This is an optimization exercise on Yosys and OpenROAD, whose aim is small area, a short achievable clock period and few clock cycles per item, not a production implementation. RTL that was checked went through simulation tests only; none was proved equivalent to the original. Function not checked in run 3: the RTL went through the layout flow alone. No activity file was given, so power comes from the tool's default toggle rates.

$ cat config.mk
export PLATFORM = sky130hd
export DESIGN_NAME = lz77_decomp_stream
export DESIGN_NICKNAME = lz77_decomp_stream
export VERILOG_FILES = /design/flow/design.v
export SDC_FILE = /design/flow/constraint.sdc
export NUM_CORES = 4
export LEC_CHECK = 0
export CAP_MARGIN = 20
export CORE_MARGIN = 2
export CORE_UTILIZATION = 40
export CTS_CLUSTER_DIAMETER = 100
export CTS_CLUSTER_SIZE = 26
export SETUP_SLACK_MARGIN = 4.5
export SLEW_MARGIN = 20
$ cat constraint.sdc
create_clock -name core_clock -period 7.0 [get_ports {clk}]
set_input_delay 1.4000 -clock core_clock [delete_from_list [all_inputs] [get_ports {clk}]]
set_output_delay 1.4000 -clock core_clock [all_outputs]
set_load 0.01 [all_outputs]
$ cat design.v
`timescale 1ns / 1ps
module lz77_decomp_core (
    input  logic        clk,
    input  logic        rst_n,
    input  logic        tok_valid,
    input  logic [7:0]  tok_dist,
    input  logic [3:0]  tok_len,
    input  logic [7:0]  tok_lit,
    input  logic        tok_last,
    output logic        tok_pop,
    input  logic        out_room,      
    input  logic        out_room_nx,   
    output logic        f1_nx,         
    output logic [3:0]  k_nx,          
    output logic        out_push,
    output logic [7:0]  out_byte,
    output logic        out_last
);
    localparam int GBITS = 5;                  
    localparam int GSIZE = 1 << GBITS;
    localparam int NGRP  = 256 >> GBITS;
    localparam int SEG = 64;
    logic [7:0] hist [0:255];
    logic [5:0]             rot;       
    logic                   started;   
    logic                   ok;
    assign ok = (rot == '0);
    logic             c1_v, c1_copy, c1_last, c1_d1;
    logic [7:0]       c1_lit;
    logic [GSIZE-1:0] lo_oh;                   
    logic [7-GBITS:0] c1_hi;                   
    logic [3:0]       k;                       
    logic             c2_v, c2_last;
    logic [NGRP-1:0]  c2_gsel;                 
    logic             c2_psel;                 
    logic [7:0]       part [0:NGRP-1];         
    logic shift, f2, f1;
    assign shift = c2_v && out_room && ok;     
    assign f2    = ok && (!c2_v || out_room);  
    assign f1    = !c1_v || f2;                
    logic c2v_next;
    assign c2v_next = f2 ? c1_v : c2_v;
    logic n_copy;
    assign n_copy  = (k != tok_len);
    assign tok_pop = f1 && tok_valid && !n_copy;
    logic       c1v_next, ok_next;
    logic [5:0] rot_next;
    assign c1v_next = f1 ? tok_valid : c1_v;
    assign rot_next = (!shift && started) ? rot + 1'b1 : rot;
    assign ok_next  = (rot_next == '0);
    assign f1_nx    = !c1v_next || (ok_next && (!c2v_next || out_room_nx));
    assign k_nx     = (f1 && tok_valid) ? (n_copy ? k + 1'b1 : 4'd0) : k;
    logic [7:0]       dm1, dm2;
    logic [GSIZE-1:0] oh1;
    assign dm1 = tok_dist - 8'd1;
    assign dm2 = tok_dist - 8'd2;
    always_comb
        for (int j = 0; j < GSIZE; j++) oh1[j] = (dm1[GBITS-1:0] == j);
    always_ff @(posedge clk) begin
        if (!rst_n) begin
            c1_v    <= 1'b0;
            c2_v    <= 1'b0;
            k       <= '0;
            rot     <= '0;
            started <= 1'b0;
        end else begin
            if (shift)        started <= 1'b1;
            rot  <= rot_next;
            k    <= k_nx;
            c1_v <= c1v_next;
            c2_v <= c2v_next;
        end
    end
    always_ff @(posedge clk) begin
        if (f1) begin
            c1_copy <= n_copy;
            c1_last <= tok_last && !n_copy;
            c1_lit  <= tok_lit;
            c1_d1   <= (tok_dist == 8'd1);
            c1_hi   <= c2v_next ? dm2[7:GBITS] : dm1[7:GBITS];
            lo_oh   <= c2v_next ? {oh1[0], oh1[GSIZE-1:1]} : oh1;
        end
        if (f2) begin
            c2_last <= c1_last;
            c2_psel <= c1_copy && c1_d1 && c2_v;
            for (int g = 0; g < NGRP; g++)
                c2_gsel[g] <= c1_copy ? (!(c1_d1 && c2_v) && (c1_hi == g)) : (g == 0);
            for (int g = 0; g < NGRP; g++) begin
                logic [7:0] acc;
                acc = '0;
                for (int j = 0; j < GSIZE; j++)
                    acc = acc | (hist[g * GSIZE + j] & {8{lo_oh[j]}});
                if (g == 0 && !c1_copy) part[g] <= c1_lit;
                else                    part[g] <= acc;
            end
        end
    end
    logic [7:0] nbyte;
    always_comb begin
        nbyte = hist[0] & {8{c2_psel}};
        for (int g = 0; g < NGRP; g++)
            nbyte = nbyte | (part[g] & {8{c2_gsel[g]}});
    end
    always_ff @(posedge clk) begin
        for (int i = 0; i < 256; i++) begin
            if (i % SEG != 0)  hist[i] <= hist[i-1];
            else if (!shift)   hist[i] <= hist[i+SEG-1];
            else if (i == 0)   hist[i] <= nbyte;
            else               hist[i] <= hist[i-1];
        end
    end
    assign out_push = shift;
    assign out_byte = nbyte;
    assign out_last = c2_last;
endmodule
`timescale 1ns/1ps
module lz77_decomp_stream (
    input  logic        clk,
    input  logic        rst_n,
    input  logic [19:0] s_axis_tdata,
    input  logic        s_axis_tvalid,
    output logic        s_axis_tready,
    input  logic        s_axis_tlast,
    output logic [7:0]  m_axis_tdata,
    output logic        m_axis_tvalid,
    input  logic        m_axis_tready,
    output logic        m_axis_tlast
);
    logic [20:0] h_d;
    logic        h_v;
    logic        in_rdy;
    assign s_axis_tready = in_rdy;
    logic acc, pop_tok;
    assign acc = s_axis_tvalid && in_rdy;
    logic        h_v_nx;
    logic [3:0]  h_len_nx;
    logic        out_room_nx, f1_nx;
    logic [3:0]  k_nx;
    assign h_v_nx   = acc || (h_v && !pop_tok);
    assign h_len_nx = acc ? s_axis_tdata[11:8] : h_d[11:8];
    always_ff @(posedge clk) begin
        if (!rst_n) begin
            h_v    <= 1'b0;
            in_rdy <= 1'b1;
        end else begin
            h_v    <= h_v_nx;
            in_rdy <= !h_v_nx || (f1_nx && (k_nx == h_len_nx));
        end
    end
    always_ff @(posedge clk) begin
        if (acc) h_d <= {s_axis_tlast, s_axis_tdata};
    end
    logic       out_room, out_push, out_last;
    logic [7:0] out_byte;
    lz77_decomp_core u_core (
        .clk       (clk),
        .rst_n     (rst_n),
        .tok_valid (h_v),
        .tok_dist  (h_d[19:12]),
        .tok_len   (h_d[11:8]),
        .tok_lit   (h_d[7:0]),
        .tok_last  (h_d[20]),
        .tok_pop   (pop_tok),
        .out_room  (out_room),
        .out_room_nx (out_room_nx),
        .f1_nx     (f1_nx),
        .k_nx      (k_nx),
        .out_push  (out_push),
        .out_byte  (out_byte),
        .out_last  (out_last)
    );
    logic       o_v, k_v;
    logic [8:0] o_d, k_d;
    assign out_room      = !k_v;
    assign out_room_nx   = !((o_v && !pop) && (k_v || out_push));
    assign m_axis_tvalid = o_v;
    assign m_axis_tdata  = o_d[7:0];
    assign m_axis_tlast  = o_d[8];
    logic pop;
    assign pop = o_v && m_axis_tready;
    always_ff @(posedge clk) begin
        if (!rst_n) begin
            o_v <= 1'b0;
            k_v <= 1'b0;
        end else begin
            if (!o_v || pop) begin
                o_v <= k_v || out_push;
                k_v <= 1'b0;
            end else begin
                k_v <= k_v || out_push;
            end
        end
    end
    logic [8:0] o_h;
    logic       o_ld;
    logic [8:0] o_new;
    assign o_ld  = !o_v || pop;
    assign o_new = k_v ? k_d : {out_last, out_byte};
    always_ff @(posedge clk) begin
        o_d <= o_ld ? o_new : o_h;
        o_h <= o_ld ? o_new : o_d;
        if (!k_v) k_d <= {out_last, out_byte};
    end
endmodule
$ cat run.sh
#!/bin/bash
# synth_recipe.tcl (not shown) runs the flow's synth.tcl, then flattens the netlist and writes it again
# the make line also repeats each setting of config.mk as NAME=value (left out here)
make -C /OpenROAD-flow-scripts/flow DESIGN_CONFIG=/design/flow/config.mk WORK_HOME=/design/flow/orfs CLKGATE_MAP_FILE= SYNTH_SCRIPT=/design/flow/synth_recipe.tcl finish
==> impl_results.md, run 1 <==
* Routed vias at 36000
* Io pins at 36
* Clock latency on the worst-skew pair at just over 700 ps
* Slew HR at 38.0%
* Total Routing Usage GR at 22.4%
* Vias per cell at 5.83
* Initial drt markers at 4221
* Clock Skew at 22.5 ps
* Mapped Avg Cell Area at 14.1 um2
* Syn Inst Count at 4216
* Die Ht at 389 um
* Worst EP arrival at 1180 ps
* Starting Density at between 40% and 50%
* Setup TNS at 0 ps
* Pwr Density at 311 nW/um2
* Setup violators final at 0
* Post-synth EDFFs at 141
* Clk root buf: clkbuf_16
* Drt first pass iters at 5
* Power, Total at about 20 mW
* Register area share after synthesis at 77.8%
* Final routed DRC violation total at 0
* Die X at 389 um
* Sequential Power Share at 64.8%
* Ratio of cells with drive above 1 in the final layout at 6.44%
* Initial antenna violation count at 1
* Buf+Inv Stages, Crit Path at 1
* Port Buf Inserts at 35
* Diode count at 0
* Ordered list of cells on the worst path: buf_6
* Pint at 15.7 mW
* CTS Buf Count at 96
* Htree depth at 3
* Crit-path max FO at 2
* Count leader, synth: dfxtp_1
* Peak supply drop at 0.224 mV
* Lkg Pwr at 24.3 nW
* Longest Clk Path Bufs at 3
* CTS tree: built
* Final net count at 4226
* Crit path time final at 2580 ps
* Slew Viols, Final at 0
* Hold Crit Class: flop to flop
* Slowest CP cell: dfxtp_4
* Psw at 4.47 mW
* Power share of the clock group at 31.9%
* Synth cell types at 57
* Comb pwr share at ~3.3%
* Post-synth ARST share at 0%
* Slew @ Worst Pin at 930 ps
* Total core area at 147000 um2
* Main synth FF type: dfxtp_1
* CP endpoint kind: output pin
* Clk slew on worst S/H paths at 90 ps
* Final period util at 36.8%
* Top cells by instance count after synthesis: dfxtp_1 (2092), a22oi_1 (736), clkbuf_1 (162)
* GPL Wtd Cong at approximately 0.83
* First-pass GRT wire length at 250 mm
* # Max-Cap Violations at 0
* Total grt overflow at 0
* Post-DP HPWL at between 90 and 100 mm
* Syn nets at between 4000 and 5000
* Yosys reg bits at 2233
* Outcome: no timing/DRC/antenna violations
* Routed WL at 177 mm
* Net Sw Frac at between 20% and 30%
* # clock sinks at around 2200
* Total of warnings raised by yosys at 4
* Core Util, Final at 44.1%
* Cts hold-fix bufs at 0
* CP top delay family: flip-flops
* Area Growth Syn to Fin at 9.75%
* Largest net degree at the start of global routing at 65
* Ranking of synthesized cells by area: dfxtp_1 (71%), a22oi_1 (9.3%), edfxtp_1 (7.1%), a221oi_1 (2.2%), a22o_1 (2.2%)
* Synth top area share at 70.7%
* Crit Path Class: flop to output pin
* Cell type with the largest total area after synthesis: dfxtp_1
* ANT nets after route at 0
* Routed len/inst at 28.6 um
* Vias in the first global route at 35800
* Unrepaired setup endpoints after global routing: yes
* Worst EP required at between 5000 and 6000 ps
* Die Area at around 150000 um2
* Row count at 141
* Fmax at 388 MHz
* Worst setup SP type: flop
* Hold Violations, Final at 0
* Post-Syn Area at approximately 60000 um2
* Slowest cell delay on critical path at 360 ps
==> registers in the layout (all words and copies together), names as in the netlist <==
register / count
h_d: 21
h_v: 1
in_rdy: 1
k_d: 9
k_v: 1
o_d: 9
o_h: 9
o_v: 1
u_core.c1_copy: 1
u_core.c1_d1: 1
u_core.c1_hi: 3
u_core.c1_last: 1
u_core.c1_lit: 8
u_core.c1_v: 1
u_core.c2_gsel: 8
u_core.c2_last: 1
u_core.c2_psel: 1
u_core.c2_v: 1
u_core.hist: 2048
u_core.k: 4
u_core.lo_oh: 32
u_core.part: 64
u_core.rot: 6
u_core.started: 1
==> cell type report <==
class	instances	area, um2
Fill cell	13200	82500
Sequential cell	2233	46100
Multi-Input combinational cell	1724	12300
Clock buffer	148	2620
Tap cell	1930	2410
Timing Repair Buffer	131	1440
Clock inverter	7	68.8
Inverter	11	45.0
Timing Repair inverter	1	7.51
==> metal layers <==
layer  share of wire (%)  global-route usage (%)  vias up
met4                 3.4                    7.72        4
met5                0.11                   0.861        -
met3                 6.7                    3.19      302
met1                  44                    30.8    18500
li1                    -                       -    15700
met2                  46                    36.2     1567
==> worst paths after layout <==
| kind | depth (start not counted) | startpoint | slack, ps | end |
|---|---|---|---|---|
| worst min-delay path | 0 | u_core.hist[248][3]$_DFF_P_ | 340 | u_core.hist[249][3]$_DFF_P_ |
| worst max register to register | 6 | u_core.c2_gsel[4]$_SDFFCE_PN0P_ | 4510 | o_d[5]$_DFF_P_ |
| worst min register to register | 0 | u_core.hist[248][3]$_DFF_P_ | 340 | u_core.hist[249][3]$_DFF_P_ |
| worst max-delay path | 1 | in_rdy$_SDFF_PN1_ | 4420 | s_axis_tready |
==> what timing repair did <==
action	in CTS	in global routing
setup endpoints to repair	155	95
resized for setup	116	34
buffers inserted	13	10
cloned	3	4
pin swaps	1	3
==> stage by stage <==
step	worst slack (ps)	hold slack, ps	cell area (um2)	cells
CTS	4370	340	64700	6171
floorplan	4440	330	59300	4216
finish	4420	337	65000	6185
global route	4360	349	65000	6185
global placement	3690	332	61700	6000
detailed placement	3670	336	61700	6000
==> placed cells by master, fill, tap and decap left out, types with 10 or more instances in the layout <==
cell / n
dfxtp_1: 2079
a22oi_1: 736
a221oi_1: 151
nand3_1: 150
a22o_1: 146
edfxtp_1: 141
nand2_1: 134
nand4_1: 124
clkbuf_16: 101
or4_1: 57
buf_4: 56
clkbuf_1: 51
nor2_1: 49
buf_6: 27
clkdlybuf4s50_1: 23
mux2_2: 17
a222oi_1: 16
nor3_1: 14
a21oi_1: 14
dfxtp_2: 12
buf_12: 11
nand2b_1: 10
nor2b_1: 10
==> power groups by stage <==
stage | sequential (mW) | clock [mW] | combinational [mW]
6_report | 13.1 | 6.45 | 0.658
2_1_floorplan | 13.3 | 0 | 0.278
3_5_place_dp | 13.4 | 0 | 0.596
3_3_place_gp | 13.4 | 0 | 0.594
5_1_grt | 13.1 | 6.94 | 0.663
4_1_cts | 13.1 | 6.49 | 0.625
==> kinds of logic after synthesis <==
| family | Yosys count | synth area share (%) |
|---|---|---|
| flip-flops | 2233 | 77.8 |
| AO/OA/AOI/OAI | 1102 | 14.6 |
| AND/OR/NAND/NOR | 582 | 5.20 |
| buffers and inverters | 261 | 1.66 |
| multiplexers | 20 | 0.374 |
| XOR/XNOR | 15 | 0.234 |
| adder cells (fa/ha/maj) | 3 | 0.0634 |
Testbench counts, summed over its fixed seeds: cycles 77,530, bytes 77,498.
==> run 2, diff against run 1 <==
--- a/config.mk
+++ b/config.mk
@@ -8,7 +8,7 @@
 export CAP_MARGIN = 20
 export CORE_MARGIN = 2
 export CORE_UTILIZATION = 40
-export CTS_CLUSTER_DIAMETER = 100
-export CTS_CLUSTER_SIZE = 26
+export CTS_CLUSTER_DIAMETER = 80
+export CTS_CLUSTER_SIZE = 20
 export SETUP_SLACK_MARGIN = 4.5
 export SLEW_MARGIN = 20
==> impl_results.md, run 2 <==
* Io pins at 36 (unchanged)
* # Max-Cap Violations at 0 (unchanged)
* Hold Crit Class: flop to flop (unchanged)
* Crit-path max FO at 2 (unchanged)
* Clk slew on worst S/H paths at 80 ps (was 90 ps)
* Commonest non-fill, non-tap cells in the layout: dfxtp_1 (2078), a22oi_1 (736), nand3_1 (150), a221oi_1 (150), a22o_1 (146) (was dfxtp_1 (2079), a22oi_1 (736), a221oi_1 (151))
* Register area share after synthesis at 77.8% (unchanged)
* Top cells by instance count after synthesis: dfxtp_1 (2092), a22oi_1 (736), clkbuf_1 (162) (unchanged)
* Row count at 141 (unchanged)
* Syn Inst Count at 4216 (unchanged)
* Most flops, register: u_core.hist (unchanged)
* Synth top area share at 70.7% (unchanged)
* Setup ws final at 4390 ps (was 4420 ps)
* Largest net degree at the start of global routing at 65 (unchanged)
* Slew Viols, Final at 0 (unchanged)
* Die Area at 151000 um2 (unchanged)
* Yosys reg bits at 2233 (unchanged)
* Slew HR at 35.6% (was 38.0%)
* Starting Density at 40.2% (unchanged)
* Buf+Inv Stages, Crit Path at 1 (unchanged)
* Pwr Density at 319 nW/um2 (was 311 nW/um2)
* Post-synth ARST share at 0% (unchanged)
* Final period util at 37.3% (was 36.8%)
* Slew @ Worst Pin at 966 ps (was 930 ps)
* Clock Skew at 33.6 ps (was 22.5 ps)
* Total of warnings raised by yosys at 4 (unchanged)
* Longest Clk Path Bufs at 3 (unchanged)
* Cell type with the largest total area after synthesis: dfxtp_1 (unchanged)
* Routed vias at 36200 (was 36000)
* Clock latency on the worst-skew pair at 770 ps (was 720 ps)
* Max reg flops at 2048 (unchanged)
* Ranking of synthesized cells by area: dfxtp_1 (71%), a22oi_1 (9.3%), edfxtp_1 (7.1%), a221oi_1 (2.2%), a22o_1 (2.2%) (unchanged)
* Diode count at 0 (unchanged)
* Slowest CP cell: dfxtp_4 (unchanged)
* Outcome: no timing/DRC/antenna violations (unchanged)
* Ordered list of cells on the worst path: buf_6 (unchanged)
* Commonest non-fill, non-tap cell in the layout: dfxtp_1 (unchanged)
* Pre-CTS setup slack at 3670 ps (unchanged)
* Mapped Avg Cell Area at 14.1 um2 (unchanged)
* Peak supply drop at 0.290 mV (was 0.224 mV)
* Total grt overflow at 0 (unchanged)
* Final routed DRC violation total at 0 (unchanged)
* Drt first pass iters at 6 (was 5)
* First-pass GRT wire length at 252 mm (was 250 mm)
* Synth cell types at 57 (unchanged)
* Post-Syn Area at 59300 um2 (unchanged)
* Count leader, synth: dfxtp_1 (unchanged)
* Port Buf Inserts at 35 (unchanged)
* Die Ht at 389 um (unchanged)
* Worst EP arrival at 1210 ps (was 1180 ps)
* Unrepaired setup endpoints after global routing: yes (unchanged)
* Routed WL at 178 mm (was 177 mm)
* Slowest cell delay on critical path at 350 ps (was 360 ps)
* Htree depth at 3 (unchanged)
* Ratio of cells with drive above 1 in the final layout at 6.81% (was 6.44%)
* Initial antenna violation count at 1 (unchanged)
* Area Growth Syn to Fin at 10.7% (was 9.75%)
* Power, Total at 21.0 mW (was 20.2 mW)
* CP endpoint kind: output pin (unchanged)
* Worst setup SP type: flop (unchanged)
* Vias per cell at 5.83 (about the same)
* Setup TNS at 0 ps (unchanged)
* Vias in the first global route at 36100 (was 35800)
* Final net count at 4243 (was 4226)
* Post-synth EDFFs at 141 (unchanged)
* Lkg Pwr at 24.5 nW (was 24.3 nW)
* Worst EP required at 5600 ps (about the same)
* Crit path time final at 2610 ps (was 2580 ps)
* ANT nets after route at 0 (unchanged)
* CTS tree: built (unchanged)
* Die X at 389 um (unchanged)
* CTS Buf Count at 121 (was 96)
* Total Routing Usage GR at 22.6% (was 22.4%)
* Fmax at 383 MHz (was 388 MHz)
* Setup violators final at 0 (unchanged)
* Total core area at 147000 um2 (unchanged)
* # clock sinks at 2233 (unchanged)
* Syn nets at 4244 (unchanged)
* Crit Path Class: flop to output pin (unchanged)
* Main synth FF type: dfxtp_1 (unchanged)
* Biggest registers after layout: u_core.hist x2048, u_core.part x64, u_core.lo_oh x32 (unchanged)
* GPL Wtd Cong at 0.825 (unchanged)
* Clk root buf: clkbuf_16 (unchanged)
* CP top delay family: flip-flops (unchanged)
* Routed len/inst at 28.7 um (was 28.6 um)
* Initial drt markers at 3983 (was 4221)
* Post-DP HPWL at 92.4 mm (unchanged)
* Hold Violations, Final at 0 (unchanged)
==> run 2: per-stage QoR <==
| stage | cell area, um2 | hold slack (ps) | util, % | instances |
|---|---|---|---|---|
| detailed placement | 61700 | 336 | 41.8 | 6000 |
| CTS | 65400 | 333 | 44.3 | 6197 |
| floorplan | 59300 | 330 | - | 4216 |
| global placement | 61700 | 332 | 41.8 | 6000 |
| finish | 65600 | 336 | 44.5 | 6204 |
| global route | 65600 | 343 | 44.5 | 6204 |
==> run 2: report_power, final <==
| part | internal (mW) | switching, mW |
|---|---|---|
| registers | 13.0 | 0.135 |
| clock network | 3.24 | 3.96 |
| logic | 0.146 | 0.507 |
| total | 16.4 | 4.60 |
==> run 2: cells by family after synthesis <==
kind of cell | share of synthesized area (%)
multiplexers | 0.374
adder cells (fa/ha/maj) | 0.0634
buffers and inverters | 1.66
AND/OR/NAND/NOR | 5.20
AO/OA/AOI/OAI | 14.6
XOR/XNOR | 0.234
flip-flops | 77.8
==> run 2: timing repair <==
action,in CTS,in global routing
hold buffers,0,0
endpoints found under the setup margin,153,76
setup buffers,10,4
gates cloned,5,3
gates resized for setup,115,38
pin swaps,1,2
hold endpoints to repair,0,0
==> run 2: final timing paths <==
kind	depth (start not counted)	end	slack (ps)	from
worst max-delay path	1	s_axis_tready	4390	in_rdy$_SDFF_PN1_
worst min-delay path	0	u_core.hist[164][0]$_DFF_P_	340	u_core.hist[163][0]$_DFF_P_
worst max register to register	6	u_core.part[2][5]$_DFFE_PP_	4490	u_core.lo_oh[5]$_DFFE_PP_
worst min register to register	0	u_core.hist[164][0]$_DFF_P_	340	u_core.hist[163][0]$_DFF_P_
==> run 2: routing by layer <==
metal / track usage, % / vias up / wire, um
met5: 0 / - / 0
met4: 7.89 / 0 / 6140
met3: 3.54 / 360 / 13900
met2: 36.4 / 1725 / 81400
met1: 31.0 / 18300 / 76400
li1: - / 15700 / -
==> run 2: area by class of cell <==
class                           count  area, um2
Tap cell                         1930       2410
Timing Repair inverter              3       22.5
Sequential cell                  2233      46100
Clock buffer                      177       3260
Multi-Input combinational cell   1724      12300
Timing Repair Buffer              121       1370
Clock inverter                      5       68.8
Fill cell                       13200      81900
Inverter                           11       45.0
==> run 3, diff against run 2 <==
--- a/design.v
+++ b/design.v
@@ -16,7 +16,7 @@
     output logic [7:0]  out_byte,
     output logic        out_last
 );
-    localparam int GBITS = 5;                  
+    localparam int GBITS = 6;                  
     localparam int GSIZE = 1 << GBITS;
     localparam int NGRP  = 256 >> GBITS;
     localparam int SEG = 64;
--- a/config.mk
+++ b/config.mk
@@ -8,7 +8,7 @@
 export CAP_MARGIN = 20
 export CORE_MARGIN = 2
 export CORE_UTILIZATION = 40
-export CTS_CLUSTER_DIAMETER = 80
-export CTS_CLUSTER_SIZE = 20
+export CTS_CLUSTER_DIAMETER = 100
+export CTS_CLUSTER_SIZE = 26
 export SETUP_SLACK_MARGIN = 4.5
 export SLEW_MARGIN = 20
==> impl_results.md, run 3 <==
* Post-synthesis xor/xnor area fraction at 0.220% (was 0.234%)
* Lkg Pwr at 24.4 nW (was 24.5 nW)
* GPL Wtd Cong at 0.884 (was 0.825)
* Slew Viols, Final at 0 (unchanged)
* Post-Syn Area at 59100 um2 (was 59300 um2)
* Largest net degree at the start of global routing at 78 (was 65)
* Initial drt markers at 5724 (was 3983)
* Routed len/inst at 35.1 um (was 28.7 um)
* Syn nets at 4047 (was 4244)
* Final period util at 37.1% (was 37.3%)
* Main synth FF type: dfxtp_1 (unchanged)
* Slew HR at 26.2% (was 35.6%)
* Met3 Wirelength at 23.9 mm (was 13.9 mm)
* Synth cell types at 60 (was 57)
* DP Cell Count at 5873 (was 6000)
* Simple-gate area share of the yosys netlist at 3.72% (was 5.20%)
* Hold Violations, Final at 0 (unchanged)
* Pwr Density at 308 nW/um2 (was 319 nW/um2)
* Clock latency on the worst-skew pair at 730 ps (was 770 ps)
* Multiplexer share of the synthesized area at 0.974% (was 0.374%)
* Hold Crit Class: flop to flop (unchanged)
* Most flops, register: u_core.hist (unchanged)
* Total core area at 147000 um2 (about the same)
* Crit path time final at 2600 ps (was 2610 ps)
* Ratio of cells with drive above 1 in the final layout at 8.76% (was 6.81%)
* Setup ws final at 4400 ps (was 4390 ps)
* Post-synth EDFFs at 136 (was 141)
* Compound-Gate Fraction of Synth Area at 15.7% (was 14.6%)
* Total grt overflow at 0 (unchanged)
* Port Buf Inserts at 35 (unchanged)
* # Max-Cap Violations at 0 (unchanged)
* ANT nets after route at 0 (unchanged)
* Io pins at 36 (unchanged)
* Routed WL at 212 mm (was 178 mm)
* Count leader, synth: dfxtp_1 (unchanged)
* Die Ht at 388 um (was 389 um)
* Clk slew on worst S/H paths at 100 ps (was 80 ps)
* Die Area at 151000 um2 (about the same)
* Clock Skew at 26.3 ps (was 33.6 ps)
* CTS tree: built (unchanged)
* Drt first pass iters at 6 (unchanged)
* Setup TNS at 0 ps (unchanged)
* Worst setup SP type: flop (unchanged)
* Worst EP required at 5600 ps (about the same)
* Ordered list of cells on the worst path: buf_6 (unchanged)
* Vias in the first global route at 36400 (was 36100)
* Yosys reg bits at 2228 (was 2233)
* Ranking of synthesized cells by area: dfxtp_1 (71%), edfxtp_1 (6.9%), a221oi_1 (6.1%), a22o_1 (6.0%), a22oi_1 (2.5%) (was dfxtp_1 (71%), a22oi_1 (9.3%), edfxtp_1 (7.1%), a221oi_1 (2.2%), a22o_1 (2.2%))
* Total Routing Usage GR at 27.1% (was 22.6%)
* Main combinational cell family by area after synthesis: compound AO/OA/AOI/OAI gates (unchanged)
* Top cells by instance count after synthesis: dfxtp_1 (2092), a221oi_1 (413), a22o_1 (405) (was dfxtp_1 (2092), a22oi_1 (736), clkbuf_1 (162))
* Reg2Reg Setup Slack at 4480 ps (was 4490 ps)
* Row count at 141 (unchanged)
* Syn Inst Count at 4019 (was 4216)
* Clk root buf: clkbuf_16 (unchanged)
* Starting Density at 40.2% (about the same)
* CP endpoint kind: output pin (unchanged)
* Unrepaired setup endpoints after global routing: yes (unchanged)
* Pre-CTS setup slack at 3690 ps (was 3670 ps)
* R2R Path End: u_core.part[2][7]$_DFFE_PP_ (was u_core.part[2][5]$_DFFE_PP_)
* R2R Path Start: u_core.lo_oh[26]$_DFFE_PP_ (was u_core.lo_oh[5]$_DFFE_PP_)
* Hold path depth at 0 (unchanged)
* Routed vias at 37600 (was 36200)
* Post-DP HPWL at 119 mm (was 92.4 mm)
* Longest Clk Path Bufs at 3 (unchanged)
* Die X at 388 um (was 389 um)
* Vias per cell at 6.23 (was 5.83)
* Htree depth at 3 (unchanged)
* CP Depth at 1 (unchanged)
* CTS Buf Count at 95 (was 121)
* Final routed DRC violation total at 0 (unchanged)
* Final net count at 4097 (was 4243)
* Fmax at 385 MHz (was 383 MHz)
* Commonest non-fill, non-tap cells in the layout: dfxtp_1 (2079), a221oi_1 (408), a22o_1 (405) (was dfxtp_1 (2078), a22oi_1 (736), nand3_1 (150), a221oi_1 (150), a22o_1 (146))
* Outcome: no timing/DRC/antenna violations (unchanged)
* Area Growth Syn to Fin at 10.4% (was 10.7%)
* Biggest registers after layout: u_core.hist x2048, u_core.lo_oh x64, u_core.part x32 (was u_core.hist x2048, u_core.part x64, u_core.lo_oh x32)
* Fin cells at 6040 (was 6204)
* WL met1 at 84.1 mm (was 76.4 mm)
* # clock sinks at 2228 (was 2233)
* Setup violators final at 0 (unchanged)
* Buf+Inv Stages, Crit Path at 1 (unchanged)
* Post-Synth Adder-Cell Area at 0.0635% (was 0.0633%)
* Commonest non-fill, non-tap cell in the layout: dfxtp_1 (unchanged)
* Worst hold margin at 336 ps (about the same)
* R2R cell count at 6 (unchanged)
* Post-synth ARST share at 0% (unchanged)
* Hold path start: u_core.hist[51][7]$_DFF_P_ (was u_core.hist[163][0]$_DFF_P_)
* Initial antenna violation count at 7 (was 1)
* Slowest CP cell: dfxtp_2 (was dfxtp_4)
* Mapped Avg Cell Area at 14.7 um2 (was 14.1 um2)
* Slowest cell delay on critical path at 370 ps (was 350 ps)
* Max reg flops at 2048 (unchanged)
* Register area share after synthesis at 77.8% (about the same)
* Crit Path Class: flop to output pin (unchanged)
* Total of warnings raised by yosys at 4 (unchanged)
* Hold EP: u_core.hist[52][7]$_DFF_P_ (was u_core.hist[164][0]$_DFF_P_)
* Highest Signal Layer: met5 (was met4)
* Met2 wire len at 93.4 mm (was 81.4 mm)
* Synth top area share at 70.9% (was 70.7%)
* Slew @ Worst Pin at 1110 ps (was 966 ps)
* Peak supply drop at 0.235 mV (was 0.290 mV)
* Cell type with the largest total area after synthesis: dfxtp_1 (unchanged)
* CP top delay family: flip-flops (unchanged)
* Crit-path max FO at 2 (unchanged)
* First-pass GRT wire length at 288 mm (was 252 mm)
* Worst EP arrival at 1200 ps (was 1210 ps)
==> run 3: changes by cell type in the layout (fill, tap and decap cells not counted), sizes merged, moves of 29 or more <==
cell | before | now
a221oi | 152 | 413
a22o | 146 | 405
a22oi | 736 | 198
buf | 94 | 150
clkbuf | 180 | 132
nand2 | 136 | 42
nand3 | 150 | 22
nand4 | 124 | 153
or4 | 57 | 25
==> run 3: kinds of logic after synthesis <==
| family | after synthesis |
|---|---|
| buffers and inverters | 235 |
| xor gates and xnor gates | 14 |
| AOI/OAI and AO/OA | 1095 |
| DFF | 2228 |
| and+or+nand+nor | 392 |
| adders and majority gates | 3 |
| muxes | 52 |
==> run 3: area by class of cell <==
class | count | area [um2]
inverter | 12 | 53.8
multi-input combinational | 1557 | 12400
tap | 1930 | 2410
fill | 13200 | 81900
timing repair buffer | 174 | 1740
clock inverter | 5 | 48.8
sequential | 2228 | 46000
clock buffer | 132 | 2560
antenna | 1 | 2.50
timing repair inverter | 1 | 5.00
==> run 3: repair_timing <==
| action | 4_1_cts | 5_1_grt |
|---|---|---|
| gates resized for setup | 129 | 75 |
| setup endpoints to repair | 189 | 187 |
| pin swaps | 1 | 7 |
| hold buffers | 0 | 0 |
| buffers inserted | 19 | 8 |
| endpoints found under the hold margin | 0 | 0 |
| cloned | 0 | 2 |
==> run 3: where the power goes <==
| part | total [mW] | switching (mW) | internal (mW) |
|---|---|---|---|
| logic | 0.657 | 0.501 | 0.155 |
| registers | 13.0 | 0.109 | 12.9 |
| clock network | 6.43 | 3.85 | 2.58 |
==> run 3: how the worst max path moves through the flow <==
stage               slack (ps)                              end                      from
floorplan                 4530  u_core.c2_gsel[0]$_SDFFCE_PN1P_  u_core.rot[0]$_SDFF_PN0_
detailed placement        3690                in_rdy$_SDFF_PN1_             s_axis_tvalid
finish                    4400                  m_axis_tdata[6]            o_d[6]$_DFF_P_
global route              4380                  m_axis_tdata[6]            o_d[6]$_DFF_P_
global placement          3590                in_rdy$_SDFF_PN1_             s_axis_tvalid
CTS                       4370                  m_axis_tdata[6]            o_d[6]$_DFF_P_
==> run 3: through the flow <==
stage	power [mW]	instance area (um2)	utilization, %
floorplan	13.5	59100	-
finish	20.1	65200	44.3
global route	20.5	65200	44.3
CTS	20.0	64900	44.1
detailed placement	13.9	61800	42.0
global placement	13.9	61800	42.0
==> run 3: per-layer routing <==
metal	global-route usage [%]	up-vias
met1	36.2	19000
met5	0	-
met3	6.41	594
met4	11.8	4
li1	-	15300
met2	42.1	2684

[port drivers added, routing unchanged]
How much do the figures lean on ideal ports? The routed layouts below were timed once more, with nothing changed but the port constraints. Step 1, drivers: a clkbuf_16 drives clk and a buf_2 each remaining input, both assumed. Step 2 moves the port delays by t, midway between the first and last clock arrival at a register: inputs arrive t later, outputs are due t later. That takes back most of the time a late clock gives input paths. Three values: no drivers, after step 1, after step 2; two values: the first two.
| run | t, ns | slack for setup (ns) | slew at the worst register clock pin (ns) | worst data-port slew with drivers (ns) |
|---|---|---|---|---|
| run 1 | 0.790 | 4.422 / 4.344 / 3.888 | 0.11 / 0.11 | 0.05 |
| run 2 | 0.832 | 4.390 / 4.312 / 3.801 | 0.09 / 0.09 | 0.05 |
| run 3 | 0.797 | 4.401 / 4.322 / 3.857 | 0.11 / 0.11 | 0.13 |
After both steps setup and hold are still met in every run listed. For run 2, which loses most, drivers alone change the setup slack by -0.078 ns; drivers and shift together by -0.589 ns.
